From an optimization exercise on the open Yosys and OpenROAD flow, aimed at small area, a short achievable clock period and few clock cycles; shortcuts taken in it are not production practice. The RTL was checked by simulation tests, not by an equivalence proof against the original design. Power and IR drop assume default switching activity.

**flow/design.v**
```verilog
module LASER (
    input CLK,
    input RST,
    input [3:0] X,
    input [3:0] Y,
    output reg [3:0] C1X,
    output reg [3:0] C1Y,
    output reg [3:0] C2X,
    output reg [3:0] C2Y,
    output reg DONE
);
    reg [3:0] px [0:39];      
    reg [4:0] yr [0:39];      
    reg [39:0] pm;            
    reg       run;            
    reg [5:0] in_cnt;
    reg [3:0] cyc;            
    reg       tail;           
    reg [1:0] rec;            
    reg [3:0] sy;             
    reg       bad;            
    reg       par;            
    reg [5:0] b_cnt;
    reg [3:0] b_x, b_y;
    integer i;
    reg vB, vC, fB, fC;       
    reg [3:0] rB, rC;         
    function gt6;
        input [5:0] a, b;
        integer k;
        reg g;
        begin
            g = 1'b0;
            for (k = 0; k < 6; k = k + 1)
                g = (a[k] & ~b[k]) | ((a[k] | ~b[k]) & g);
            gt6 = g;
        end
    endfunction
    wire norm   = run & (rec == 2'd0);
    wire issue  = norm & (cyc <= 4'd11);           
    wire mcyc   = norm & (cyc == 4'd12) | run & (rec == 2'd2);
    wire clr    = norm & (cyc == 4'd11) | run & (rec == 2'd1);    
    wire tcyc   = norm & tail;
    wire last_in = ~run & (in_cnt == 6'd39);
    wire miss;                
    reg [4:0] ndelta;
    reg [4:0] nd_n;
    wire take;
    always @* begin
        if (!run)
            nd_n = last_in ? -5'd1 : (in_cnt == 6'd38) ? -5'd2 : 5'd0;
        else if (rec == 2'd1)        
            nd_n = {1'b0, b_y} - 5'd2;
        else if (rec == 2'd2)
            nd_n = -5'd1;
        else if (tail && miss)       
            nd_n = take ? 5'd3 - {1'b0, rC} : 5'd3 - {1'b0, b_y};
        else if (cyc <= 4'd9 || cyc == 4'd12)
            nd_n = -5'd1;
        else if (cyc == 4'd10)       
            nd_n = take ? 5'd13 - {1'b0, rC} : 5'd13 - {1'b0, b_y};
        else                         
            nd_n = {1'b0, sy} - 5'd2;
    end
    always @(posedge CLK) ndelta <= nd_n;
    genvar t, c;
    wire [4:0] yr_in [0:39];
    generate
        for (t = 0; t < 40; t = t + 1) begin : ys
            wire [4:0] s;
            laser_add5 u_add (.a(yr[(t + 39) % 40]), .b(ndelta), .s(s));
            if (t == 0) begin : in0
                wire [4:0] ny = last_in ? {1'b0, Y} - 5'd2 : {1'b0, Y};
                assign yr_in[t] = run ? s : ny;
            end else begin : nx
                assign yr_in[t] = s;
            end
        end
    endgenerate
    wire [11:0] colbit [0:39];
    wire [39:0] newmask;
    reg [11:0] bx_hot;        
    generate
        for (t = 0; t < 40; t = t + 1) begin : tg
            laser_tfun u_tf (.px(px[t]), .yr(yr[t]), .en(~pm[t]), .col(colbit[t]));
            assign newmask[t] = |(colbit[t] & bx_hot);
        end
    endgenerate
    reg [13-1:0] pa [0:11];
    reg [5:0] pc [0:5];       
    reg       ph [0:5];       
    generate
        for (c = 0; c < 12; c = c + 1) begin : pcnt
            wire [39:0] bits;
            for (t = 0; t < 40; t = t + 1) begin : bb
                assign bits[t] = colbit[t][c];
            end
            wire [13-1:0] part;
            wire [5:0] sum;
            pc40_a u_a (.in(bits), .out(part));
            pc40_b u_b (.in(pa[c]), .out(sum));
            always @(posedge CLK) pa[c] <= part;
        end
        for (c = 0; c < 6; c = c + 1) begin : pair
            wire [5:0] s0 = pcnt[2*c].sum, s1 = pcnt[2*c+1].sum;
            wire hi = gt6(s1, s0);
            always @(posedge CLK) begin
                pc[c] <= hi ? s1 : s0;
                ph[c] <= hi;
            end
        end
    endgenerate
    wire [5:0] w;
    generate
        for (c = 0; c < 6; c = c + 1) begin : win
            wire [5:0] beats_lo, beats_hi;
            for (t = 0; t < 6; t = t + 1) begin : cmp
                if (t < c) begin : lo
                    assign beats_lo[t] = gt6(pc[c], pc[t]);
                    assign beats_hi[t] = 1'b1;
                end else if (t > c) begin : hi
                    assign beats_lo[t] = 1'b1;
                    assign beats_hi[t] = ~gt6(pc[t], pc[c]);
                end else begin : eq
                    assign beats_lo[t] = 1'b1;
                    assign beats_hi[t] = 1'b1;
                end
            end
            assign w[c] = (fC | gt6(pc[c], b_cnt)) & (&beats_lo) & (&beats_hi);
        end
    endgenerate
    assign take = vC & (|w);
    reg [5:0] rmc;
    reg [3:0] rmx;
    always @* begin
        rmc = 6'd0;
        rmx = 4'd0;
        for (i = 0; i < 6; i = i + 1)
            if (w[i]) begin
                rmc = rmc | pc[i];
                rmx = rmx | (2 * i + 2 + ph[i]);
            end
    end
    wire [3:0] ox = par ? C1X : C2X;
    wire [3:0] oy = par ? C1Y : C2Y;
    wire [5:0] same_w;
    generate
        for (c = 0; c < 6; c = c + 1) begin : sm
            assign same_w[c] = w[c] & ((2 * c + 2 + ph[c]) == ox) & (rC == oy);
        end
    endgenerate
    wire same = take ? (|same_w) : (b_x == ox && b_y == oy);
    assign miss = bad | take;
    wire m00 = (Y == 4'd0 && X <= 4'd4) || (Y <= 4'd2 && X <= 4'd3) ||
               (Y == 4'd3 && X <= 4'd2) || (Y == 4'd4 && X == 4'd0);
    always @(posedge CLK) begin
        px[0] <= run ? px[39] : (X ^ {1'b0, X[3:1]});    
        yr[0] <= yr_in[0];
        pm[0] <= run ? (mcyc ? newmask[39] : pm[39] & ~clr) : m00;
        for (i = 1; i < 40; i = i + 1) begin
            px[i] <= px[i-1];
            yr[i] <= yr_in[i];
            pm[i] <= mcyc ? newmask[i-1] : pm[i-1] & ~clr;
        end
        vB <= issue;
        fB <= (cyc == 4'd0);
        rB <= cyc + 4'd2;
        vC <= vB & ~(rec == 2'd1);    
        fC <= fB; rC <= rB;
        if (take) begin
            b_cnt <= rmc;
            b_x <= rmx;
            for (i = 0; i < 12; i = i + 1)
                bx_hot[i] <= (rmx == i + 2);
            b_y <= rC;
        end
        if (cyc == 4'd10) begin
            sy <= take ? rC : b_y;
            bad <= 1'b0;
        end else if (cyc == 4'd11 || cyc == 4'd12) begin
            bad <= bad | take;
        end
        if (RST) begin
            run <= 1'b0;
            in_cnt <= 6'd0;
            DONE <= 1'b0;
        end else if (!run) begin
            DONE <= 1'b0;
            in_cnt <= last_in ? 6'd0 : in_cnt + 6'd1;
            if (last_in)
                run <= 1'b1;
        end else if (tcyc && same) begin
            DONE <= 1'b1;
            run <= 1'b0;
        end
        if (last_in) begin
            cyc <= 4'd0;
            tail <= 1'b0;
            rec <= 2'd0;
            par <= 1'b0;
            C1X <= 4'd0;  C1Y <= 4'd0;
            C2X <= 4'd15; C2Y <= 4'd15;
        end else begin
            if (rec == 2'd1) begin
                rec <= 2'd2;
            end else if (rec == 2'd2) begin
                rec <= 2'd0;
                cyc <= 4'd0;
                tail <= 1'b0;
            end else if (tcyc && miss) begin
                rec <= 2'd1;
                tail <= 1'b0;
            end else begin
                cyc <= (cyc == 4'd12) ? 4'd0 : cyc + 4'd1;
                tail <= (cyc == 4'd12);
            end
            if (tcyc) begin
                par <= ~par;
                if (par) begin C1X <= take ? rmx : b_x; C1Y <= take ? rC : b_y; end
                else     begin C2X <= take ? rmx : b_x; C2Y <= take ? rC : b_y; end
            end
        end
    end
endmodule
module laser_tfun(px, yr, en, col);
  input [3:0] px;
  wire [3:0] px;
  input [4:0] yr;
  wire [4:0] yr;
  input en;
  wire en;
  output [11:0] col;
  wire [11:0] col;
  wire _0_;
  wire _10_;
  wire _11_;
  wire _12_;
  wire _13_;
  wire _14_;
  wire _15_;
  wire _16_;
  wire _17_;
  wire _18_;
  wire _19_;
  wire _1_;
  wire _20_;
  wire _21_;
  wire _22_;
  wire _23_;
  wire _24_;
  wire _25_;
  wire _26_;
  wire _27_;
  wire _28_;
  wire _29_;
  wire _2_;
  wire _30_;
  wire _31_;
  wire _32_;
  wire _33_;
  wire _34_;
  wire _35_;
  wire _36_;
  wire _37_;
  wire _38_;
  wire _39_;
  wire _3_;
  wire _40_;
  wire _41_;
  wire _42_;
  wire _43_;
  wire _44_;
  wire _4_;
  wire _5_;
  wire _6_;
  wire _7_;
  wire _8_;
  wire _9_;
  assign col[0] = _1_ & ~(_23_);
  assign col[11] = px[3] & ~(_23_);
  assign _22_ = ~px[2];
  assign _21_ = yr[1] | yr[0];
  assign _20_ = yr[4] | yr[3];
  assign _19_ = ~((_21_ & yr[2]) | _20_);
  assign _18_ = ~(yr[3] & yr[2]);
  assign _17_ = yr[4] & ~(_18_);
  assign _16_ = ~((_17_ | _19_) & en);
  assign _15_ = ~px[0];
  assign _14_ = ~(yr[1] & yr[0]);
  assign _13_ = yr[2] ? yr[1] : _14_;
  assign _12_ = ~px[1];
  assign _11_ = ~((_21_ | _15_) & _12_);
  assign _10_ = ~((_13_ | _15_) & _11_);
  assign _9_ = _21_ & ~(_15_);
  assign _8_ = ~(_9_ | _13_);
  assign _7_ = ~((_8_ & _10_) | _16_);
  assign _6_ = ~(yr[1] | yr[0]);
  assign _5_ = ~((_6_ | px[0]) & _13_);
  assign _4_ = yr[2] & ~(_21_);
  assign _3_ = ~((_5_ & _12_) | _4_);
  assign _2_ = ~((_3_ | _22_) & _7_);
  assign col[10] = px[3] & ~(_2_);
  assign _1_ = ~px[3];
  assign _0_ = ~((_3_ | px[2]) & _7_);
  assign _44_ = _15_ & ~(_21_);
  assign _43_ = px[1] | ~(px[2]);
  assign _42_ = _43_ | ~(_44_);
  assign col[9] = ~((_42_ & _1_) | _0_);
  assign _41_ = px[0] & ~(_13_);
  assign _40_ = _11_ & ~(_41_);
  assign _39_ = ~((_12_ | _15_) & _4_);
  assign _38_ = _39_ & ~(_16_);
  assign _37_ = ~((_40_ | px[2]) & _38_);
  assign _36_ = _13_ & ~(_9_);
  assign _35_ = _43_ | ~(_36_);
  assign col[8] = ~((_35_ & _1_) | _37_);
  assign _34_ = ~((px[1] | _15_) & _4_);
  assign _33_ = ~((_34_ & px[2]) | (_36_ & px[1]));
  assign _32_ = _33_ | _16_;
  assign _31_ = px[0] & ~(_21_);
  assign _30_ = px[2] & ~(_5_);
  assign _29_ = ~((_30_ | _15_) & (_31_ | _12_));
  assign col[7] = ~((_29_ & _1_) | _32_);
  assign _28_ = ~((_21_ & _12_) | _30_);
  assign _27_ = _8_ & _11_;
  assign _26_ = ~((_44_ & px[1]) | px[2]);
  assign _25_ = _26_ | _16_;
  assign _24_ = _25_ | _27_;
  assign col[6] = ~((_28_ & _1_) | _24_);
  assign col[5] = ~((_28_ & px[3]) | _24_);
  assign col[4] = ~((_29_ & px[3]) | _32_);
  assign col[3] = ~((_35_ & px[3]) | _37_);
  assign col[2] = ~((_42_ & px[3]) | _0_);
  assign col[1] = _1_ & ~(_2_);
  assign _23_ = ~((_40_ | _22_) & _38_);
endmodule
module laser_add5 (input [4:0] a, input [4:0] b, output [4:0] s);
    wire c0 = a[0] & b[0];
    wire c1 = (a[1] & b[1]) | (a[1] & c0) | (b[1] & c0);
    wire c2 = (a[2] & b[2]) | (a[2] & c1) | (b[2] & c1);
    wire c3 = (a[3] & b[3]) | (a[3] & c2) | (b[3] & c2);
    assign s = {a[4] ^ b[4] ^ c3, a[3] ^ b[3] ^ c2, a[2] ^ b[2] ^ c1, a[1] ^ b[1] ^ c0, a[0] ^ b[0]};
endmodule
module pc40_a (input [39:0] in, output [12:0] out);
    wire a1, a2, a3, a4, a5, a6, a7, a8, a9, a10, a11, a12, a13, a14, a15, a16;
    wire a17, a18, a19, a20, a21, a22, a23, a24, a25, a26, a27, a28, a29, a30, a31, a32;
    wire a33, a34, a35, a36, a37, a38, a39, a40, a41, a42, a43, a44, a45, a46, a47, a48;
    wire a49, a50, a51, a52, a53, a54;
    assign a1 = in[0] ^ in[1] ^ in[2];
    assign a2 = (in[0] & in[1]) | (in[0] & in[2]) | (in[1] & in[2]);
    assign a3 = in[3] ^ in[4] ^ in[5];
    assign a4 = (in[3] & in[4]) | (in[3] & in[5]) | (in[4] & in[5]);
    assign a5 = in[6] ^ in[7] ^ in[8];
    assign a6 = (in[6] & in[7]) | (in[6] & in[8]) | (in[7] & in[8]);
    assign a7 = in[9] ^ in[10] ^ in[11];
    assign a8 = (in[9] & in[10]) | (in[9] & in[11]) | (in[10] & in[11]);
    assign a9 = in[12] ^ in[13] ^ in[14];
    assign a10 = (in[12] & in[13]) | (in[12] & in[14]) | (in[13] & in[14]);
    assign a11 = in[15] ^ in[16] ^ in[17];
    assign a12 = (in[15] & in[16]) | (in[15] & in[17]) | (in[16] & in[17]);
    assign a13 = in[18] ^ in[19] ^ in[20];
    assign a14 = (in[18] & in[19]) | (in[18] & in[20]) | (in[19] & in[20]);
    assign a15 = in[21] ^ in[22] ^ in[23];
    assign a16 = (in[21] & in[22]) | (in[21] & in[23]) | (in[22] & in[23]);
    assign a17 = in[24] ^ in[25] ^ in[26];
    assign a18 = (in[24] & in[25]) | (in[24] & in[26]) | (in[25] & in[26]);
    assign a19 = in[27] ^ in[28] ^ in[29];
    assign a20 = (in[27] & in[28]) | (in[27] & in[29]) | (in[28] & in[29]);
    assign a21 = in[30] ^ in[31] ^ in[32];
    assign a22 = (in[30] & in[31]) | (in[30] & in[32]) | (in[31] & in[32]);
    assign a23 = in[33] ^ in[34] ^ in[35];
    assign a24 = (in[33] & in[34]) | (in[33] & in[35]) | (in[34] & in[35]);
    assign a25 = in[36] ^ in[37] ^ in[38];
    assign a26 = (in[36] & in[37]) | (in[36] & in[38]) | (in[37] & in[38]);
    assign a27 = a1 ^ a3 ^ a5;
    assign a28 = (a1 & a3) | (a1 & a5) | (a3 & a5);
    assign a29 = a7 ^ a9 ^ a11;
    assign a30 = (a7 & a9) | (a7 & a11) | (a9 & a11);
    assign a31 = a13 ^ a15 ^ a17;
    assign a32 = (a13 & a15) | (a13 & a17) | (a15 & a17);
    assign a33 = a19 ^ a21 ^ a23;
    assign a34 = (a19 & a21) | (a19 & a23) | (a21 & a23);
    assign a35 = a2 ^ a4 ^ a6;
    assign a36 = (a2 & a4) | (a2 & a6) | (a4 & a6);
    assign a37 = a8 ^ a10 ^ a12;
    assign a38 = (a8 & a10) | (a8 & a12) | (a10 & a12);
    assign a39 = a14 ^ a16 ^ a18;
    assign a40 = (a14 & a16) | (a14 & a18) | (a16 & a18);
    assign a41 = a20 ^ a22 ^ a24;
    assign a42 = (a20 & a22) | (a20 & a24) | (a22 & a24);
    assign a43 = a27 ^ a29 ^ a31;
    assign a44 = (a27 & a29) | (a27 & a31) | (a29 & a31);
    assign a45 = a33 ^ a25 ^ in[39];
    assign a46 = (a33 & a25) | (a33 & in[39]) | (a25 & in[39]);
    assign a47 = a28 ^ a30 ^ a32;
    assign a48 = (a28 & a30) | (a28 & a32) | (a30 & a32);
    assign a49 = a34 ^ a35 ^ a37;
    assign a50 = (a34 & a35) | (a34 & a37) | (a35 & a37);
    assign a51 = a39 ^ a41 ^ a26;
    assign a52 = (a39 & a41) | (a39 & a26) | (a41 & a26);
    assign a53 = a36 ^ a38 ^ a40;
    assign a54 = (a36 & a38) | (a36 & a40) | (a38 & a40);
    assign out = {a54, a42, a53, a52, a50, a48, a51, a49, a47, a46, a44, a45, a43};
endmodule
module pc40_b (input [12:0] in, output [5:0] out);
    wire b1, b2, b3, b4, b5, b6, b7, b8, b9, b10, b11, b12, b13, b14, b15, b16;
    wire b17, b18, b19, b20, b21, b22;
    assign b1 = in[2] ^ in[3] ^ in[4];
    assign b2 = (in[2] & in[3]) | (in[2] & in[4]) | (in[3] & in[4]);
    assign b3 = in[7] ^ in[8] ^ in[9];
    assign b4 = (in[7] & in[8]) | (in[7] & in[9]) | (in[8] & in[9]);
    assign b5 = b1 ^ in[5] ^ in[6];
    assign b6 = (b1 & in[5]) | (b1 & in[6]) | (in[5] & in[6]);
    assign b7 = b2 ^ b3 ^ in[10];
    assign b8 = (b2 & b3) | (b2 & in[10]) | (b3 & in[10]);
    assign b9 = b6 ^ b7 ^ in[11];
    assign b10 = (b6 & b7) | (b6 & in[11]) | (b7 & in[11]);
    assign b11 = b8 ^ b4 ^ in[12];
    assign b12 = (b8 & b4) | (b8 & in[12]) | (b4 & in[12]);
    assign b13 = in[0] ^ in[1];
    assign b14 = in[0] & in[1];
    assign b15 = b5 ^ b14;
    assign b16 = b5 & b14;
    assign b17 = b9 ^ b16;
    assign b18 = b9 & b16;
    assign b19 = b10 ^ b11 ^ b18;
    assign b20 = (b10 & b11) | (b10 & b18) | (b11 & b18);
    assign b21 = b12 ^ b20;
    assign b22 = b12 & b20;
    assign out = {b22, b21, b19, b17, b15, b13};
endmodule
```
**flow/flow/run.sh**
```bash
#!/bin/bash
# Own flow: the standard layout (standard.sh, unchanged synthesis), with
# a larger setup repair margin, so that the resizer keeps shortening paths
# that already meet the 10 ns clock, and more antenna repair rounds after
# detailed routing. If the final layout still has an antenna violation, the
# layout is made once more at 48% core utilization.
# Logs: standard.log (make, all tools), antenna.log; ORFS's own logs stay
# under orfs/logs.
set -euo pipefail
layout() {
  rm -rf orfs
  sed -e 's/SETUP_SLACK_MARGIN=[0-9.]*/SETUP_SLACK_MARGIN=6.4 MAX_REPAIR_ANTENNAS_ITER_DRT=10/' "$@" standard.sh > standard_margin.sh
  bash standard_margin.sh > standard.log 2>&1
}
layout
printf 'read_db orfs/results/%s/LASER/base/6_final.odb\nputs "ANTENNA [check_antennas]"\n' "$FLOW_PLATFORM" > antenna.tcl
n=$(openroad -no_init -exit antenna.tcl 2>&1 | tee antenna.log | sed -n 's/^ANTENNA //p')
if [ "$n" != "0" ]; then
  mv standard.log standard_first.log
  layout -e 's/CORE_UTILIZATION=50/CORE_UTILIZATION=48/'
fi
```
**flow/standard.sh**
```bash
#!/bin/bash
# synth_recipe.tcl (not shown) runs the flow's synth.tcl, then flattens the netlist and writes it again
# the make line also repeats each setting of config.mk as NAME=value (left out here)
make -C /OpenROAD-flow-scripts/flow DESIGN_CONFIG=/design/flow/config.mk WORK_HOME=/design/flow/orfs CLKGATE_MAP_FILE= SYNTH_SCRIPT=/design/flow/synth_recipe.tcl "${@:-finish}"
```
**flow/config.mk**
```make
export PLATFORM = sky130hd
export DESIGN_NAME = LASER
export DESIGN_NICKNAME = LASER
export VERILOG_FILES = /design/flow/design.v
export SDC_FILE = /design/flow/constraint.sdc
export NUM_CORES = 4
export LEC_CHECK = 0
export ABC_AREA = 1
export CAP_MARGIN = 30
export CORE_MARGIN = 2
export CORE_UTILIZATION = 50
export CTS_BUF_LIST = sky130_fd_sc_hd__clkbuf_8
export CTS_CLUSTER_DIAMETER = 60
export CTS_CLUSTER_SIZE = 20
export SETUP_SLACK_MARGIN = 5
export SLEW_MARGIN = 20
```
**flow/constraint.sdc**
```tcl
create_clock -name core_clock -period 10.0 [get_ports {CLK}]
set_input_delay 2.0000 -clock core_clock [delete_from_list [all_inputs] [get_ports {CLK}]]
set_output_delay 2.0000 -clock core_clock [all_outputs]
set_load 0.01 [all_outputs]
```
==> flow_metrics.env, run 1 <==
export IMPL_synth_edff_count=22
export IMPL_syn_to_final_growth_pct=9.08
export IMPL_max_slew_margin=0.261
export IMPL_core_um2=95200
export IMPL_synth_cells=6146
export IMPL_gp_congestion=1.04
export IMPL_finalPower_w=0.0109
export IMPL_path_class="flip-flop to flip-flop"
export IMPL_cp_max_fo=5
export IMPL_dieWidth_um=314
export IMPL_synth_top_cell_area_share=0.274
export IMPL_rsz0062_at_grt="true"
export IMPL_grt_ovfl_total=0
export IMPL_cp_cell_sequence="fa_1, fa_1, fa_1, ha_2, fa_1, ha_1, inv_1, a221oi_2, o22ai_2, buf_1, buf_4"
export IMPL_vias=42400
export IMPL_wl_met1_um=72100
export IMPL_clock_sinks=678
export IMPL_setup_viol=0
export IMPL_wire_per_inst_um=22.8
export IMPL_dp_hpwl_um=132000
export IMPL_slowest_stage="fa_1"
export IMPL_hp_class="flip-flop to flip-flop"
export IMPL_dr_wl_met2_um=73800
export IMPL_io_pins=27
export IMPL_p_leak_nw=24.2
export IMPL_grt_pass1_wl_um=252000
export IMPL_cp_end_kind="flip-flop"
export IMPL_clk_latency_ns=0.77
export IMPL_dr_pass1_iters=7
export IMPL_via_per_inst=5.66
export IMPL_rows=113
export IMPL_synthArstFlopShare=0
export IMPL_syn_nets=6795
export IMPL_drive_above_1_share=0.0710
export IMPL_drv_slew=0
export IMPL_crit_family="adder cells"
export IMPL_die_y_um=314
export IMPL_worstPathRequired_ns=10.67
export IMPL_fin_skew_ns=0.0378
export IMPL_synth_top_cell_by_area="dfxtp_1"
export IMPL_drv_cap=0
export IMPL_path_buf_inv=3
export IMPL_final_common_cell="nand2_1"
export IMPL_die_area_um2=98500
export IMPL_clk_pin_slew_worst_paths_ns=0.11
export IMPL_tightest_slew_ns=1.11
export IMPL_netlist_top_cells_area="dfxtp_1 27%, fa_1 22%, nand2_1 9.4%"
export IMPL_routed_wl_um=171000
export IMPL_yosys_register_bits=678
export IMPL_drtIter0Drc=4671
export IMPL_clock_root_buffer="clkbuf_8"
export IMPL_grt_pass1_vias=40200
export IMPL_drc_errors=0
export IMPL_start_util=0.505
export IMPL_min_period_ns=3.52
export IMPL_final_cell_mix="1204 x nand2_1, 1136 x inv_1, 623 x dfxtp_1, 510 x fa_1, 387 x nor2_1"
export IMPL_crit_arrival_ns=4.19
export IMPL_htreeDepth=3
export IMPL_clockBufferDepth=3
export IMPL_port_buffers=26
export IMPL_finalHoldViolCount=0
export IMPL_synth_area_um2=48000
export IMPL_dr_wl_met3_um=15200
export IMPL_route_antenna_remaining_nets=0
export IMPL_grt_start_max_net_pins=41
export IMPL_max_vdd_ir_drop_uv=204
export IMPL_ys_flop_type="dfxtp_1"
export IMPL_ys_types=56
export IMPL_cts_tree="built"
export IMPL_slowest_delay_ns=0.55
export IMPL_run_status="complete, no violations"
export IMPL_syn_area_per_cell_um2=7.81
export IMPL_fmax_mhz=284
export IMPL_tns_ns=0
export IMPL_crit_top_cell="fa_1"
export IMPL_fin_crit_sh=0.352
export IMPL_p_per_area_nw_per_um2=208
export IMPL_numCtsBuffers=79
export IMPL_cp_start_kind="flip-flop"
export IMPL_ys_warn_count=11
export IMPL_seq_area_frac_synth=0.287
export IMPL_antenna_found_initial=3
export IMPL_finalNetCount=6810
export IMPL_grt_usage=0.344
export IMPL_maxUsedRoutingLayer="met4"
flip-flops by register name (all words and copies together) (netlist names), 5 cells and up:
register / cells
yr: 200
px: 160
pa: 156
pm: 40
pc: 36
bx_hot: 12
b_cnt: 6
in_cnt: 6
ph: 6
ndelta: 5
synthesized netlist by cell type (22+ instances only):
| master | instances |
|---|---|
| nand3_1 | 342 |
| a21oi_1 | 294 |
| edfxtp_1 | 22 |
| nor4_1 | 29 |
| o31ai_1 | 37 |
| inv_1 | 1152 |
| o211ai_1 | 39 |
| clkbuf_1 | 102 |
| fa_1 | 528 |
| nand4_1 | 33 |
| a31oi_1 | 53 |
| a211oi_1 | 23 |
| o2111ai_1 | 24 |
| o21ai_0 | 446 |
| xnor2_1 | 82 |
| o22ai_1 | 152 |
| a21boi_0 | 24 |
| dfxtp_1 | 656 |
| a22oi_1 | 34 |
| o211a_1 | 22 |
| nor2_1 | 428 |
| nor3_1 | 63 |
| ha_1 | 111 |
| o21a_1 | 34 |
| inv_2 | 25 |
| nand2_1 | 1205 |
what timing repair did:
item	4_1_cts	5_1_grt
pin swaps	7	54
resized for setup	49	256
hold buffers	0	0
setup endpoints to repair	74	159
setup buffers	3	3
gates cloned	2	3
power breakdown:
part / switching, W / internal [W] / total (W)
combinational: 0.00307 / 0.00189 / 0.00496
sequential: 0.000468 / 0.00314 / 0.00361
clock: 0.00134 / 0.000994 / 0.00233
final cells by class:
| type | count | area [um^2] |
|---|---|---|
| Clock inverter | 64 | 778 |
| Tap cell | 1265 | 1580 |
| Clock buffer | 83 | 1140 |
| Multi-Input combinational cell | 4150 | 30000 |
| Inverter | 1188 | 4470 |
| Timing Repair Buffer | 64 | 544 |
| Antenna cell | 2 | 5.00 |
| Sequential cell | 678 | 13800 |
| Fill cell | 9049 | 42800 |
final timing paths:
check | from | to | slack [ns] | cells after the start
setup reg to reg | pa[2][7]$_DFF_P_ | ph[1]$_DFF_P_ | 6.48 | 11
setup / recovery | pa[2][7]$_DFF_P_ | ph[1]$_DFF_P_ | 6.48 | 11
hold reg to reg | rB[1]$_DFF_P_ | rC[1]$_DFF_P_ | 0.33 | 0
hold / removal | rB[1]$_DFF_P_ | rC[1]$_DFF_P_ | 0.33 | 0
cell families (layout without fill, tap and decap cells):
group / after synthesis / in the layout / synth area share
xor gates and xnor gates: 97 / 97 / 0.0177
AOI/OAI and AO/OA: 1274 / 1279 / 0.158
adders and majority gates: 639 / 639 / 0.249
buffers and inverters: 1323 / 1399 / 0.104
and+or+nand+nor: 2134 / 2134 / 0.184
muxes: 1 / 1 / 0.000208
DFF: 678 / 678 / 0.287
other: 0 / 2 / 0
routing by layer:
| layer | up-vias | GRT usage |
|---|---|---|
| met3 | 431 | 0.0716 |
| met2 | 1993 | 0.523 |
| li1 | 19800 | - |
| met4 | 0 | 0.163 |
| met1 | 20200 | 0.469 |
| met5 | - | 0 |
stage by stage:
step	instance area, um^2	utilization	instances	hold slack (ns)	worst slack (ns)
after floorplan	48000	-	6146	0.310	6.50
after global placement	49600	0.521	7333	0.311	6.28
after detailed placement	49600	0.521	7334	0.312	6.22
after CTS	51600	0.543	7486	0.335	6.39
after global routing	52400	0.550	7493	0.340	6.33
final	52400	0.550	7494	0.334	6.48
Testbench counts, summed over its fixed seeds: cycles 13,874.
==> run 2: changes to the inputs <==
--- a/flow/flow/run.sh
+++ b/flow/flow/run.sh
@@ -11,3 +11,3 @@
   rm -rf orfs
-  sed -e 's/SETUP_SLACK_MARGIN=[0-9.]*/SETUP_SLACK_MARGIN=6.4 MAX_REPAIR_ANTENNAS_ITER_DRT=10/' "$@" standard.sh > standard_margin.sh
+  sed -e 's/SETUP_SLACK_MARGIN=[0-9.]*/SETUP_SLACK_MARGIN=6.7 MAX_REPAIR_ANTENNAS_ITER_DRT=10/' "$@" standard.sh > standard_margin.sh
   bash standard_margin.sh > standard.log 2>&1
--- a/flow/config.mk
+++ b/flow/config.mk
@@ -13,3 +13,3 @@
 export CTS_CLUSTER_DIAMETER = 60
-export CTS_CLUSTER_SIZE = 20
+export CTS_CLUSTER_SIZE = 16
 export SETUP_SLACK_MARGIN = 5
==> flow_metrics.env, run 2 <==
export IMPL_top_regs="yr x200, px x160, pa x156"
export IMPL_largest_reg_flops=200
export IMPL_grt_ovfl_total=0
export IMPL_min_period_ns=3.52
export IMPL_clk_pin_slew_worst_paths_ns=0.10
export IMPL_clk_latency_ns=0.78
export IMPL_post_synth_top_count_cell="nand2_1"
export IMPL_p_leak_nw=24.9
export IMPL_final_cell_area_um2=55700
export IMPL_p_per_area_nw_per_um2=210
export IMPL_core_um2=95200
export IMPL_numCtsBuffers=77
export IMPL_synth_edff_count=22
export IMPL_final_common_cell="nand2_1"
export IMPL_synth_top_cell_area_share=0.274
export IMPL_whs_path_depth=0
export IMPL_grt_usage=0.353
export IMPL_htreeDepth=3
export IMPL_grt_pass1_wl_um=260000
export IMPL_drv_cap=0
export IMPL_ys_warn_count=11
export IMPL_cp_end_kind="flip-flop"
export IMPL_route_antenna_remaining_nets=0
export IMPL_finalPower_w=0.0117
export IMPL_fmax_mhz=284
export IMPL_wire_per_inst_um=23.3
export IMPL_run_status="complete, no violations"
export IMPL_cp_max_fo=6
export IMPL_seq_area_frac_synth=0.287
export IMPL_syn_area_per_cell_um2=7.81
export IMPL_top_register="yr"
export IMPL_setup_viol=0
export IMPL_synth_top_cell_by_area="dfxtp_1"
export IMPL_finalHoldViolCount=0
export IMPL_drc_errors=0
export IMPL_place_area_um2=49800
export IMPL_die_area_um2=98500
export IMPL_gp_congestion=1.04
export IMPL_ys_types=56
export IMPL_synth_cells=6146
export IMPL_dp_slack_ns=6.23
export IMPL_cts_hold_fix_buffers=0
export IMPL_path_class="flip-flop to flip-flop"
export IMPL_drv_slew=0
export IMPL_fillers=8808
export IMPL_final_cell_mix="1170 x nand2_1, 1088 x inv_1, 500 x dfxtp_1, 458 x fa_1, 306 x nand3_1"
export IMPL_syn_nets=6795
export IMPL_ys_flop_type="dfxtp_1"
export IMPL_synth_area_um2=48000
export IMPL_clockBufferDepth=3
export IMPL_drtIter0Drc=4271
export IMPL_cp_endpoint="pc[5][4]$_DFF_P_"
export IMPL_multi_input_area_um2=32400
export IMPL_max_vdd_ir_drop_uv=300
export IMPL_finalNetCount=6907
export IMPL_die_y_um=314
export IMPL_synthArstFlopShare=0
export IMPL_cp_start_kind="flip-flop"
export IMPL_io_pins=27
export IMPL_startpoint="pa[10][9]$_DFF_P_"
export IMPL_dr_pass1_iters=8
export IMPL_reg2reg_depth=11
export IMPL_cts_tree="built"
export IMPL_timing_hold_ws_ns=0.335
export IMPL_port_buffers=26
export IMPL_fin_crit_sh=0.352
export IMPL_yosys_register_bits=678
export IMPL_worstPathRequired_ns=10.64
export IMPL_dieWidth_um=314
export IMPL_tns_ns=0
export IMPL_rr_endpoint="pc[5][4]$_DFF_P_"
export IMPL_rrSetupSlack_ns=6.48
export IMPL_grt_start_max_net_pins=41
export IMPL_seqCellArea_um2=14100
export IMPL_rsz0062_at_grt="true"
export IMPL_clock_sinks=678
export IMPL_ys_top_cells_by_count="1205 x nand2_1, 1152 x inv_1, 656 x dfxtp_1"
export IMPL_max_slew_margin=0.287
export IMPL_r2r_start="pa[10][9]$_DFF_P_"
export IMPL_fin_skew_ns=0.0563
export IMPL_start_util=0.505
export IMPL_netlist_top_cells_area="dfxtp_1 27%, fa_1 22%, nand2_1 9.4%"
export IMPL_clock_root_buffer="clkbuf_8"
export IMPL_grt_pass1_vias=41500
export IMPL_setup_ws_ns=6.48
export IMPL_rows=113
export IMPL_routed_wl_um=177000
export IMPL_crit_arrival_ns=4.16
export IMPL_antenna_found_initial=4
export IMPL_vias=43400
export IMPL_hp_class="flip-flop to flip-flop"
export IMPL_dp_hpwl_um=136000
export IMPL_tightest_slew_ns=1.07
export IMPL_syn_to_final_growth_pct=15.9
export IMPL_via_per_inst=5.73
export IMPL_drive_above_1_share=0.183
[run 2: how the worst min path moves through the flow]
stage | from | slack (ns) | to
after floorplan | fB$_DFF_P_ | 0.31 | fC$_DFF_P_
after global placement | rB[3]$_DFF_P_ | 0.31 | rC[3]$_DFF_P_
after detailed placement | rB[0]$_DFF_P_ | 0.31 | rC[0]$_DFF_P_
after CTS | rB[0]$_DFF_P_ | 0.34 | rC[0]$_DFF_P_
after global routing | rB[2]$_DFF_P_ | 0.34 | rC[2]$_DFF_P_
final | rB[0]$_DFF_P_ | 0.33 | rC[0]$_DFF_P_
[run 2: per-stage QoR]
step,util,std cells
floorplan,-,6146
global placement,0.522,7333
detailed placement,0.523,7335
CTS,0.557,7503
global route,0.585,7583
finish,0.585,7585
[run 2: logic make-up after synthesis]
group                    synth area share
adder cells (fa/ha/maj)             0.249
flip-flops                          0.287
XOR/XNOR                           0.0177
buffers and inverters               0.104
AND/OR/NAND/NOR                     0.184
multiplexers                     0.000208
AO/OA/AOI/OAI                       0.158
[run 2: layer usage]
layer | global-route usage | wire (um) | up-vias
met3 | 0.0674 | 14500 | 519
met1 | 0.471 | 72900 | 20900
li1 | - | - | 20000
met4 | 0.170 | 10400 | 0
met5 | 0 | 0 | -
met2 | 0.553 | 78700 | 2014
[run 2: critical path: stages, from the launching register on]
cell and delay, ns:
dfxtp_2 0.33, fa_1 0.54, fa_1 0.45, fa_1 0.49, ha_2 0.20, fa_2 0.36, ha_4 0.29, inv_4 0.04
a221oi_4 0.35, o22ai_4 0.17, nand2_1 0.09, o21ai_1 0.06
[run 2: repair_timing]
action,4_1_cts,5_1_grt
pin swaps,67,212
cloned,4,0
resized for setup,510,721
buffers inserted,27,78
endpoints found under the setup margin,191,175
[run 2: where the power goes]
group	total, W	leakage (nW)	switching [W]	internal [W]
clock	0.00226	0.905	0.00126	0.00100
combinational	0.00581	18.3	0.00346	0.00235
sequential	0.00365	5.70	0.000491	0.00315
total	0.0117	24.9	0.00521	0.00651
[run 2: layout make-up]
cell class / instances / share of cell area
Multi-Input combinational cell: 4149 / 0.582
Sequential cell: 678 / 0.252
Inverter: 1188 / 0.0808
Tap cell: 1265 / 0.0284
Timing Repair Buffer: 164 / 0.0238
Clock buffer: 83 / 0.0205
Clock inverter: 54 / 0.0122
Antenna cell: 4 / 0.000180
==> run 3: changes to the inputs <==
--- a/flow/flow/run.sh
+++ b/flow/flow/run.sh
@@ -5,3 +5,3 @@
 # detailed routing. If the final layout still has an antenna violation, the
-# layout is made once more at 48% core utilization.
+# layout is made once more at 57% core utilization.
 # Logs: standard.log (make, all tools), antenna.log; ORFS's own logs stay
@@ -11,3 +11,3 @@
   rm -rf orfs
-  sed -e 's/SETUP_SLACK_MARGIN=[0-9.]*/SETUP_SLACK_MARGIN=6.7 MAX_REPAIR_ANTENNAS_ITER_DRT=10/' "$@" standard.sh > standard_margin.sh
+  sed -e 's/SETUP_SLACK_MARGIN=[0-9.]*/SETUP_SLACK_MARGIN=6.5 MAX_REPAIR_ANTENNAS_ITER_DRT=10/' "$@" standard.sh > standard_margin.sh
   bash standard_margin.sh > standard.log 2>&1
@@ -19,3 +19,3 @@
   mv standard.log standard_first.log
-  layout -e 's/CORE_UTILIZATION=50/CORE_UTILIZATION=48/'
+  layout -e 's/CORE_UTILIZATION=60/CORE_UTILIZATION=57/'
 fi
--- a/flow/config.mk
+++ b/flow/config.mk
@@ -10,3 +10,3 @@
 export CORE_MARGIN = 2
-export CORE_UTILIZATION = 50
+export CORE_UTILIZATION = 60
 export CTS_BUF_LIST = sky130_fd_sc_hd__clkbuf_8
==> flow_metrics.env, run 3 <==
export IMPL_run_status="complete, no violations"
export IMPL_switching_power_w=0.00484
export IMPL_setup_viol=0
export IMPL_synth_cells=6146
export IMPL_cp_cell_sequence="fa_1, fa_1, fa_1, ha_1, fa_2, ha_4, a221oi_4, o22ai_4, nand2_1, o21ai_1"
export IMPL_ys_top_cells_by_count="1205 x nand2_1, 1152 x inv_1, 656 x dfxtp_1"
export IMPL_slowest_delay_ns=0.58
export IMPL_synthArstFlopShare=0
export IMPL_seq_area_frac_synth=0.287
export IMPL_path_buf_inv=0
export IMPL_synth_edff_count=22
export IMPL_clock_sinks=678
export IMPL_reg2reg_depth=10
export IMPL_clock_root_buffer="clkbuf_8"
export IMPL_clkPwrFrac=0.190
export IMPL_ys_types=56
export IMPL_top_register="yr"
export IMPL_grt_pass1_wl_um=248000
export IMPL_seqCellArea_um2=13900
export IMPL_yosys_register_bits=678
export IMPL_final_cell_mix="1198 x nand2_1, 1136 x inv_1, 608 x dfxtp_1, 501 x fa_1, 373 x nor2_1"
export IMPL_netlist_top_cells_area="dfxtp_1 27%, fa_1 22%, nand2_1 9.4%"
export IMPL_swShare=0.447
export IMPL_ys_flop_type="dfxtp_1"
export IMPL_io_pins=27
export IMPL_routed_wl_um=167000
export IMPL_fillers=6871
export IMPL_rr_endpoint="pc[5][2]$_DFF_P_"
export IMPL_vias=43300
export IMPL_port_buffers=26
export IMPL_rrSetupSlack_ns=6.49
export IMPL_multi_input_area_um2=30400
export IMPL_layout_cells_non_filler=7263
export IMPL_syn_area_per_cell_um2=7.81
export IMPL_drv_cap=0
export IMPL_grt_pass1_vias=40900
export IMPL_fmax_mhz=285
export IMPL_crit_top_cell="fa_1"
export IMPL_grt_ovfl_total=0
export IMPL_p_int_w=0.00599
export IMPL_synth_top_cell_area_share=0.274
export IMPL_htreeDepth=3
export IMPL_rsz0062_at_grt="true"
export IMPL_cts_tree="built"
export IMPL_p_leak_nw=24.2
export IMPL_drive_above_1_share=0.0840
export IMPL_finalHoldViolCount=0
export IMPL_syn_to_final_growth_pct=8.87
export IMPL_via_per_inst=5.96
export IMPL_syn_nets=6795
export IMPL_top_regs="yr x200, px x160, pa x156"
export IMPL_gp_congestion=1.06
export IMPL_route_antenna_remaining_nets=0
export IMPL_dp_hpwl_um=128000
export IMPL_path_class="flip-flop to flip-flop"
export IMPL_max_vdd_ir_drop_uv=226
export IMPL_clockBufferDepth=3
export IMPL_synth_top_cell_by_area="dfxtp_1"
export IMPL_seq_power_share=0.334
export IMPL_dr_pass1_iters=8
export IMPL_wire_per_inst_um=23.0
export IMPL_crit_arrival_ns=4.18
export IMPL_min_period_ns=3.51
export IMPL_fin_crit_sh=0.351
export IMPL_cp_end_kind="flip-flop"
export IMPL_cp_start_kind="flip-flop"
export IMPL_start_util=0.607
export IMPL_p_per_area_nw_per_um2=207
export IMPL_max_slew_margin=0.265
export IMPL_dieWidth_um=287
export IMPL_die_y_um=287
export IMPL_tns_ns=0
export IMPL_drc_errors=0
export IMPL_numCtsBuffers=71
export IMPL_dpl_cell_count=7119
export IMPL_cts_hold_fix_buffers=0
export IMPL_r2r_start="pa[11][7]$_DFF_P_"
export IMPL_final_common_cell="nand2_1"
export IMPL_rows=103
export IMPL_grt_usage=0.403
export IMPL_tightest_slew_ns=1.10
export IMPL_core_um2=79100
export IMPL_hp_class="flip-flop to flip-flop"
export IMPL_drtIter0Drc=5128
export IMPL_slowest_stage="fa_1"
export IMPL_p_comb_frac=0.476
export IMPL_fin_skew_ns=0.0555
export IMPL_cp_num_cells=10
export IMPL_die_area_um2=82300
export IMPL_post_synth_top_count_cell="nand2_1"
export IMPL_worstPathRequired_ns=10.66
export IMPL_antenna_found_initial=5
export IMPL_crit_family="adder cells"
export IMPL_clk_latency_ns=0.77
export IMPL_cp_max_fo=6
export IMPL_clk_pin_slew_worst_paths_ns=0.10
export IMPL_grt_start_max_net_pins=41
export IMPL_startpoint="pa[11][7]$_DFF_P_"
export IMPL_largest_reg_flops=200
export IMPL_drv_slew=0
export IMPL_cp_endpoint="pc[5][2]$_DFF_P_"
export IMPL_ys_warn_count=11
export IMPL_synth_area_um2=48000
export IMPL_finalNetCount=6811
-- run 3: cell counts after synthesis --
No cell type changed its count.
-- run 3: repair_timing --
action | 4_1_cts | 5_1_grt
resized for setup | 110 | 349
gates cloned | 5 | 0
buffers inserted | 3 | 11
setup endpoints to repair | 130 | 190
pin swaps | 28 | 84
hold endpoints to repair | 0 | 0
-- run 3: layout make-up --
cell class / count / area share
Antenna cell: 2 / 0.0000957
Clock buffer: 76 / 0.0200
Clock inverter: 46 / 0.00996
Inverter: 1188 / 0.0857
Multi-Input combinational cell: 4150 / 0.581
Sequential cell: 678 / 0.265
Tap cell: 1050 / 0.0251
Timing Repair Buffer: 73 / 0.0128
-- run 3: metal layers --
| layer | GRT usage | routed length [um] | vias up |
|---|---|---|---|
| met1 | 0.527 | 65500 | 20400 |
| met4 | 0.237 | 11600 | 4 |
| met3 | 0.110 | 18400 | 584 |
| met2 | 0.602 | 71300 | 2464 |
| li1 | - | - | 19800 |
| met5 | 0.00233 | 48 | - |
-- run 3: metrics by stage --
stage                      util  total power [W]  setup WS [ns]  hold WS [ns]  instance area, um^2
after floorplan               -          0.00650           6.52         0.310                48000
after global placement    0.623          0.00767           6.23         0.312                49300
after detailed placement  0.624          0.00774           6.23         0.312                49400
after CTS                 0.648           0.0101           6.48         0.336                51300
after global routing      0.661           0.0115           6.34         0.345                52300
final                     0.661           0.0108           6.49         0.336                52300
-- run 3: cell families (layout without fill, tap and decap cells) --
logic type | count (synthesis) | count (layout) | share of synthesized area
xor gates and xnor gates | 97 | 97 | 0.0177
other | 0 | 2 | 0
AOI/OAI and AO/OA | 1274 | 1279 | 0.158
buffers and inverters | 1323 | 1383 | 0.104
DFF | 678 | 678 | 0.287
adders and majority gates | 639 | 639 | 0.249
and+or+nand+nor | 2134 | 2134 | 0.184
muxes | 1 | 1 | 0.000208
-- run 3: worst min-delay path by stage --
| stage | from | endpoint | slack, ns | cells past startpoint |
|---|---|---|---|---|
| 4_1_cts | fB$_DFF_P_ | fC$_DFF_P_ | 0.34 | 0 |
| 5_1_grt | rB[3]$_DFF_P_ | rC[3]$_DFF_P_ | 0.35 | 0 |
| 3_5_place_dp | fB$_DFF_P_ | fC$_DFF_P_ | 0.31 | 0 |
| 3_3_place_gp | rB[2]$_DFF_P_ | rC[2]$_DFF_P_ | 0.31 | 0 |
| 6_report | rB[2]$_DFF_P_ | rC[2]$_DFF_P_ | 0.34 | 0 |
| 2_1_floorplan | fB$_DFF_P_ | fC$_DFF_P_ | 0.31 | 0 |
-- run 3: power by group through the flow --
| stage | registers (W) | clock network, W | logic [W] |
|---|---|---|---|
| 6_report | 0.00361 | 0.00206 | 0.00516 |
| 5_1_grt | 0.00364 | 0.00218 | 0.00569 |
| 4_1_cts | 0.00357 | 0.00207 | 0.00450 |
| 3_5_place_dp | 0.00363 | 0 | 0.00411 |
| 3_3_place_gp | 0.00364 | 0 | 0.00403 |
| 2_1_floorplan | 0.00339 | 0 | 0.00311 |
==> run 4: changes to the inputs <==
--- a/flow/design.v
+++ b/flow/design.v
@@ -89,4 +89,3 @@
     reg [13-1:0] pa [0:11];
-    reg [5:0] pc [0:5];       
-    reg       ph [0:5];       
+    reg [5:0] cnt [0:11];
     generate
@@ -101,10 +100,5 @@
             pc40_b u_b (.in(pa[c]), .out(sum));
-            always @(posedge CLK) pa[c] <= part;
-        end
-        for (c = 0; c < 6; c = c + 1) begin : pair
-            wire [5:0] s0 = pcnt[2*c].sum, s1 = pcnt[2*c+1].sum;
-            wire hi = gt6(s1, s0);
             always @(posedge CLK) begin
-                pc[c] <= hi ? s1 : s0;
-                ph[c] <= hi;
+                pa[c] <= part;
+                cnt[c] <= sum;
             end
@@ -112,4 +106,10 @@
     endgenerate
+    wire [5:0] pc [0:5];
+    wire       ph [0:5];      
     wire [5:0] w;
     generate
+        for (c = 0; c < 6; c = c + 1) begin : pair
+            assign ph[c] = gt6(cnt[2*c+1], cnt[2*c]);
+            assign pc[c] = ph[c] ? cnt[2*c+1] : cnt[2*c];
+        end
         for (c = 0; c < 6; c = c + 1) begin : win
--- a/flow/flow/run.sh
+++ b/flow/flow/run.sh
@@ -5,3 +5,3 @@
 # detailed routing. If the final layout still has an antenna violation, the
-# layout is made once more at 57% core utilization.
+# layout is made once more at 48% core utilization.
 # Logs: standard.log (make, all tools), antenna.log; ORFS's own logs stay
@@ -19,3 +19,3 @@
   mv standard.log standard_first.log
-  layout -e 's/CORE_UTILIZATION=60/CORE_UTILIZATION=57/'
+  layout -e 's/CORE_UTILIZATION=50/CORE_UTILIZATION=48/'
 fi
--- a/flow/config.mk
+++ b/flow/config.mk
@@ -10,3 +10,3 @@
 export CORE_MARGIN = 2
-export CORE_UTILIZATION = 60
+export CORE_UTILIZATION = 50
 export CTS_BUF_LIST = sky130_fd_sc_hd__clkbuf_8
==> flow_metrics.env, run 4 <==
export IMPL_max_vdd_ir_drop_uv=122
export IMPL_dr_pass1_iters=7
export IMPL_ys_warn_count=9
export IMPL_finalNetCount=7006
export IMPL_core_um2=97000
export IMPL_setup_viol=0
export IMPL_cts_hold_fix_buffers=0
export IMPL_cts_tree="built"
export IMPL_tightest_slew_ns=1.05
export IMPL_seq_area_frac_synth=0.293
export IMPL_rr_endpoint="pa[0][2]$_DFF_P_"
export IMPL_synth_compound_area_frac=0.155
export IMPL_dp_hpwl_um=134000
export IMPL_drv_slew=0
export IMPL_grt_pass1_wl_um=257000
export IMPL_clockBufferDepth=3
export IMPL_drtIter0Drc=4607
export IMPL_numCtsBuffers=76
export IMPL_drive_above_1_share=0.107
export IMPL_synthArstFlopShare=0
export IMPL_top_register="yr"
export IMPL_fin_crit_sh=0.347
export IMPL_post_synth_top_count_cell="nand2_1"
export IMPL_final_common_cell="nand2_1"
export IMPL_start_util=0.506
export IMPL_synth_top_family_by_area="adder cells"
export IMPL_min_period_ns=3.47
export IMPL_netlist_top_cells_area="dfxtp_1 28%, fa_1 22%, nand2_1 9.9%"
export IMPL_route_antenna_remaining_nets=0
export IMPL_p_int_w=0.00628
export IMPL_hp_class="flip-flop to flip-flop"
export IMPL_rows=114
export IMPL_p_leak_nw=25.8
export IMPL_max_slew_margin=0.299
export IMPL_synth_top_cell_by_area="dfxtp_1"
export IMPL_final_cell_area_um2=54800
export IMPL_timing_hold_ws_ns=0.321
export IMPL_whs_endpoint="rC[3]$_DFF_P_"
export IMPL_fin_skew_ns=0.0560
export IMPL_clock_root_buffer="clkbuf_8"
export IMPL_port_buffers=26
export IMPL_io_pins=27
export IMPL_hp_start="rB[3]$_DFF_P_"
export IMPL_syn_to_final_growth_pct=11.6
export IMPL_htreeDepth=3
export IMPL_rrSetupSlack_ns=6.53
export IMPL_fmax_mhz=288
export IMPL_cp_start_kind="flip-flop"
export IMPL_grt_pass1_vias=41500
export IMPL_switching_power_w=0.00545
export IMPL_die_y_um=317
export IMPL_reg2reg_depth=11
export IMPL_p_comb_frac=0.497
export IMPL_tns_ns=0
export IMPL_crit_arrival_ns=4.12
export IMPL_p_per_area_nw_per_um2=214
export IMPL_final_cell_mix="1249 x nand2_1, 1155 x inv_1, 639 x dfxtp_1, 510 x fa_1, 355 x nor2_1"
export IMPL_seq_power_share=0.316
export IMPL_syn_nets=6906
export IMPL_synth_area_um2=49100
export IMPL_worstPathRequired_ns=10.65
export IMPL_cp_max_fo=3
export IMPL_synth_mux_area_frac=0.000204
export IMPL_routed_wl_um=174000
export IMPL_grt_usage=0.338
export IMPL_synth_edff_count=22
export IMPL_syn_area_per_cell_um2=7.85
export IMPL_antenna_found_initial=8
export IMPL_synth_top_cell_area_share=0.280
export IMPL_clk_latency_ns=0.78
export IMPL_synthXorXnorAreaFrac=0.0171
export IMPL_yosys_register_bits=708
export IMPL_cp_end_kind="flip-flop"
export IMPL_synthSimpleGateAreaFrac=0.189
export IMPL_ys_types=71
export IMPL_clock_sinks=708
export IMPL_rsz0062_at_grt="true"
export IMPL_via_per_inst=5.65
export IMPL_r2r_start="yr[26][3]$_DFF_P_"
export IMPL_ys_flop_type="dfxtp_1"
export IMPL_drc_errors=0
export IMPL_top_regs="yr x200, px x160, pa x156"
export IMPL_vias=43500
export IMPL_finalHoldViolCount=0
export IMPL_drv_cap=0
export IMPL_dieWidth_um=317
export IMPL_grt_ovfl_total=0
export IMPL_wire_per_inst_um=22.6
export IMPL_swShare=0.465
export IMPL_place_area_um2=50800
export IMPL_whs_path_depth=0
export IMPL_path_class="flip-flop to flip-flop"
export IMPL_largest_reg_flops=200
export IMPL_synth_fa_ha_area_frac=0.243
export IMPL_die_area_um2=101000
export IMPL_run_status="complete, no violations"
export IMPL_clk_pin_slew_worst_paths_ns=0.10
export IMPL_synth_cells=6257
export IMPL_grt_start_max_net_pins=41
export IMPL_clkPwrFrac=0.187
export IMPL_gp_congestion=1.01
export IMPL_ys_top_cells_by_count="1300 x nand2_1, 1173 x inv_1, 686 x dfxtp_1"
run 4: timing repair:
| action | CTS | global route |
|---|---|---|
| endpoints found under the hold margin | 0 | 0 |
| buffers inserted | 27 | 52 |
| pin swaps | 21 | 89 |
| cloned | 1 | 5 |
| gates resized for setup | 195 | 375 |
| setup endpoints to repair | 153 | 157 |
run 4: worst max path at each step:
stage | endpoint | startpoint
6_report | pa[0][2]$_DFF_P_ | yr[26][3]$_DFF_P_
5_1_grt | ndelta[2]$_DFF_P_ | cnt[0][1]$_DFF_P_
4_1_cts | ndelta[2]$_DFF_P_ | cnt[8][2]$_DFF_P_
3_5_place_dp | ndelta[2]$_DFF_P_ | cnt[10][1]$_DFF_P_
3_3_place_gp | ndelta[2]$_DFF_P_ | cnt[10][1]$_DFF_P_
2_1_floorplan | yr[1][4]$_DFF_P_ | ndelta[1]$_DFF_P_
run 4: routing by layer:
layer  GRT usage  vias up  part of all wire
met1       0.466    20800              0.42
met3      0.0523      414             0.082
li1            -    20300                 -
met2       0.533     1987              0.45
met5           0        -           0.00018
met4       0.141        4             0.049
run 4: cell families (layout without fill, tap and decap cells):
family          after synthesis  after routing
fa+ha+maj                   639            639
mux                           1              1
other cells                   0              1
flops                       708            708
simple gates               2232           2238
buf+inv                    1323           1474
compound gates             1258           1258
xor+xnor                     96             96
run 4: critical path: stages (launching register included):
cell and delay, ns:
dfxtp_1 0.62, nand3_1 0.14, a21oi_1 0.24, inv_1 0.11
a21oi_1 0.13, inv_1 0.07, a21oi_1 0.18, nand2_1 0.14
fa_1 0.52, fa_1 0.65, inv_1 0.09, fa_1 0.49
run 4: metrics by stage:
step                setup WS, ns   util  cells  total power [W]
floorplan                   6.61      -   6257          0.00686
global placement            5.84  0.523   7466          0.00870
detailed placement          5.80  0.524   7470          0.00871
CTS                         6.48  0.548   7633           0.0112
global route                6.26  0.565   7691           0.0125
finish                      6.53  0.565   7691           0.0117
run 4: cell type report:
class	count	area, um^2
antenna	1	2.50
clock buffer	80	1100
clock inverter	55	611
fill	9126	42200
inverter	1200	4540
multi-input combinational	4232	31300
sequential	708	14500
tap	1276	1600
timing repair buffer	139	1200
run 4: power groups by stage:
stage / Combinational, W / Clock, W / Sequential (W)
2_1_floorplan: 0.00331 / 0 / 0.00355
3_3_place_gp: 0.00498 / 0 / 0.00373
3_5_place_dp: 0.00499 / 0 / 0.00372
4_1_cts: 0.00532 / 0.00225 / 0.00367
5_1_grt: 0.00637 / 0.00235 / 0.00375
6_report: 0.00584 / 0.00220 / 0.00370
Testbench counts of run 4, summed over its fixed seeds: cycles 13,874.
==> run 5: changes to the inputs <==
--- a/flow/flow/run.sh
+++ b/flow/flow/run.sh
@@ -11,3 +11,3 @@
   rm -rf orfs
-  sed -e 's/SETUP_SLACK_MARGIN=[0-9.]*/SETUP_SLACK_MARGIN=6.5 MAX_REPAIR_ANTENNAS_ITER_DRT=10/' "$@" standard.sh > standard_margin.sh
+  sed -e 's/SETUP_SLACK_MARGIN=[0-9.]*/SETUP_SLACK_MARGIN=6.8 MAX_REPAIR_ANTENNAS_ITER_DRT=10/' "$@" standard.sh > standard_margin.sh
   bash standard_margin.sh > standard.log 2>&1
==> flow_metrics.env, run 5 <==
export IMPL_die_y_um=317
export IMPL_cp_max_fo=8
export IMPL_clockBufferDepth=3
export IMPL_dieWidth_um=317
export IMPL_final_common_cell="nand2_1"
export IMPL_grt_pass1_wl_um=261000
export IMPL_dr_pass1_iters=6
export IMPL_vias=45200
export IMPL_whs_path_depth=0
export IMPL_fmax_mhz=291
export IMPL_syn_nets=6906
export IMPL_cp_start_kind="flip-flop"
export IMPL_top_register="yr"
export IMPL_rrSetupSlack_ns=6.56
export IMPL_max_slew_margin=0.378
export IMPL_wire_per_inst_um=22.7
export IMPL_cts_hold_fix_buffers=0
export IMPL_syn_area_per_cell_um2=7.85
export IMPL_setup_viol=0
export IMPL_rows=114
export IMPL_antenna_found_initial=7
export IMPL_routed_wl_um=179000
export IMPL_cp_end_kind="flip-flop"
export IMPL_synth_edff_count=22
export IMPL_clock_sinks=708
export IMPL_synthArstFlopShare=0
export IMPL_cts_tree="built"
export IMPL_netlist_top_cells_area="dfxtp_1 28%, fa_1 22%, nand2_1 9.9%"
export IMPL_timing_hold_ws_ns=0.335
export IMPL_gp_congestion=0.996
export IMPL_slowest_stage="dfxtp_4"
export IMPL_rr_endpoint="ndelta[2]$_DFF_P_"
export IMPL_via_per_inst=5.72
export IMPL_ys_types=71
export IMPL_crit_family="simple AND/OR/NAND/NOR gates"
export IMPL_clk_latency_ns=0.77
export IMPL_p_per_area_nw_per_um2=206
export IMPL_io_pins=27
export IMPL_syn_to_final_growth_pct=22.2
export IMPL_whs_endpoint="rC[2]$_DFF_P_"
export IMPL_tns_ns=0
export IMPL_drive_above_1_share=0.269
export IMPL_ys_warn_count=9
export IMPL_ys_flop_type="dfxtp_1"
export IMPL_path_class="flip-flop to flip-flop"
export IMPL_rsz0062_at_grt="true"
export IMPL_p_leak_nw=27.1
export IMPL_clk_pin_slew_worst_paths_ns=0.10
export IMPL_yosys_register_bits=708
export IMPL_hp_start="rB[2]$_DFF_P_"
export IMPL_start_util=0.506
export IMPL_fin_skew_ns=0.0434
export IMPL_drc_errors=0
export IMPL_port_buffers=26
export IMPL_worstPathRequired_ns=10.64
export IMPL_route_antenna_remaining_nets=0
export IMPL_crit_arrival_ns=4.08
export IMPL_dp_hpwl_um=135000
export IMPL_hp_class="flip-flop to flip-flop"
export IMPL_slowest_delay_ns=0.36
export IMPL_synth_cells=6257
export IMPL_clock_root_buffer="clkbuf_8"
export IMPL_finalNetCount=7216
export IMPL_ys_top_cells_by_count="1300 x nand2_1, 1173 x inv_1, 686 x dfxtp_1"
export IMPL_max_vdd_ir_drop_uv=152
export IMPL_die_area_um2=101000
export IMPL_finalHoldViolCount=0
export IMPL_numCtsBuffers=70
export IMPL_synth_top_cell_area_share=0.280
export IMPL_drv_cap=0
export IMPL_min_period_ns=3.44
export IMPL_drv_slew=0
export IMPL_top_regs="yr x200, px x160, pa x156"
export IMPL_synth_area_um2=49100
export IMPL_fin_crit_sh=0.344
export IMPL_post_synth_top_count_cell="nand2_1"
export IMPL_htreeDepth=3
export IMPL_run_status="complete, no violations"
export IMPL_final_cell_mix="1162 x nand2_1, 998 x inv_1, 498 x dfxtp_1, 430 x fa_1, 291 x buf_4"
export IMPL_grt_start_max_net_pins=41
export IMPL_core_um2=97000
export IMPL_seq_area_frac_synth=0.293
export IMPL_drtIter0Drc=4260
export IMPL_synth_top_cell_by_area="dfxtp_1"
export IMPL_crit_top_cell="nand2_1"
export IMPL_largest_reg_flops=200
export IMPL_grt_usage=0.341
export IMPL_tightest_slew_ns=0.909
export IMPL_path_buf_inv=6
export IMPL_r2r_start="cnt[0][1]$_DFF_P_"
export IMPL_grt_ovfl_total=0
export IMPL_reg2reg_depth=31
export IMPL_grt_pass1_vias=42400
-- run 5: what timing repair did --
| item | CTS | global route |
|---|---|---|
| cloned | 5 | 4 |
| gates resized for setup | 824 | 1089 |
| buffers inserted | 133 | 157 |
| pin swaps | 241 | 396 |
| endpoints found under the setup margin | 228 | 218 |
-- run 5: power by group --
part / internal, W / switching [W] / total (W)
combinational: 0.00245 / 0.00409 / 0.00654
clock: 0.000912 / 0.00120 / 0.00211
sequential: 0.00329 / 0.000419 / 0.00371
total: 0.00665 / 0.00571 / 0.0124
-- run 5: worst max path at each step --
stage / from / cells past startpoint / slack [ns] / end
floorplan: ndelta[2]$_DFF_P_ / 4 / 6.82 / yr[0][3]$_DFF_P_
global placement: cnt[10][1]$_DFF_P_ / 34 / 5.84 / ndelta[3]$_DFF_P_
detailed placement: cnt[10][1]$_DFF_P_ / 31 / 5.80 / ndelta[2]$_DFF_P_
CTS: yr[32][0]$_DFF_P_ / 11 / 6.65 / pa[5][1]$_DFF_P_
global route: cnt[1][5]$_DFF_P_ / 30 / 6.35 / ndelta[2]$_DFF_P_
finish: cnt[0][1]$_DFF_P_ / 31 / 6.56 / ndelta[2]$_DFF_P_
-- run 5: logic make-up after synthesis --
logic type / Yosys count / share of synthesized area
muxes: 1 / 0.000204
xor gates and xnor gates: 96 / 0.0171
DFF: 708 / 0.293
adders and majority gates: 639 / 0.243
and+or+nand+nor: 2232 / 0.189
buffers and inverters: 1323 / 0.102
AOI/OAI and AO/OA: 1258 / 0.155
-- run 5: cell type report --
class | count | area, um^2
fillers | 8603 | 37000
multi-input cells | 4234 | 34500
flip-flops and latches | 708 | 14800
inverters | 1200 | 4590
repair buffers | 353 | 2950
well taps | 1276 | 1600
clock buffers | 76 | 1050
clock inverters | 47 | 533
diodes | 4 | 10.0
-- run 5: per-layer routing --
| layer | up-vias | global-route usage | wire, um |
|---|---|---|---|
| met2 | 2085 | 0.535 | 80900 |
| met4 | 4 | 0.157 | 9920 |
| met1 | 21900 | 0.463 | 74300 |
| met3 | 509 | 0.0575 | 14000 |
| li1 | 20700 | - | - |
| met5 | - | 0 | 23 |
-- run 5: worst reg2reg max path, delay by kind of cell (launching register included) --
kind | cells | cell delay [ns]
flip-flops | 1 | 0.36
AND/OR/NAND/NOR | 18 | 1.62
AO/OA/AOI/OAI | 5 | 0.50
multiplexers | 1 | 0.06
adder cells (fa/ha/maj) | 1 | 0.25
buffers and inverters | 6 | 0.55
-- run 5: per-stage QoR --
step / worst slack (ns) / utilization / total power [W] / instances / instance area (um^2)
6_report: 6.56 / 0.619 / 0.0124 / 7898 / 60000
5_1_grt: 6.35 / 0.619 / 0.0131 / 7897 / 60000
4_1_cts: 6.65 / 0.571 / 0.0115 / 7733 / 55400
3_5_place_dp: 5.80 / 0.524 / 0.00870 / 7472 / 50800
3_3_place_gp: 5.84 / 0.524 / 0.00871 / 7471 / 50800
2_1_floorplan: 6.82 / - / 0.00686 / 6257 / 49100

[static timing again, ports no longer ideal]
The flow's constraints put no driver on any port. The routed layouts listed below were extracted and timed again, unchanged, in two steps.
Step 1, drivers: a clkbuf_16 drives CLK and a buf_2 each remaining input, both assumed.
Step 2 times the ports against the registers' clock, not the clock port: input delays grow and output delays shrink by t, the midpoint of the rising clock arrivals with the driver on.
Slacks: ideal ports / drivers / drivers and shift; pairs: ideal ports / drivers.
| run | t (ns) | slack for setup (ns) | worst hold slack (ns) | slew at the worst register clock pin (ns) | pins driven straight from the clock port |
|---|---|---|---|---|---|
| run 1 | 0.822 | 6.485 / 6.485 / 6.413 | 0.334 / 0.334 / 0.334 | 0.12 / 0.12 | 1 |
| run 2 | 0.836 | 6.479 / 6.479 / 6.405 | 0.335 / 0.335 / 0.335 | 0.11 / 0.11 | 1 |
| run 3 | 0.815 | 6.485 / 6.485 / 6.400 | 0.336 / 0.336 / 0.336 | 0.11 / 0.11 | 1 |
| run 4 | 0.823 | 6.527 / 6.492 / 6.137 | 0.321 / 0.321 / 0.321 | 0.10 / 0.10 | 1 |
| run 5 | 0.819 | 6.560 / 6.560 / 6.262 | 0.335 / 0.335 / 0.335 | 0.11 / 0.11 | 1 |
After both steps setup and hold are still met in every run listed. For run 4, which loses most, drivers alone change the setup slack by -0.035 ns; drivers and shift together by -0.390 ns.
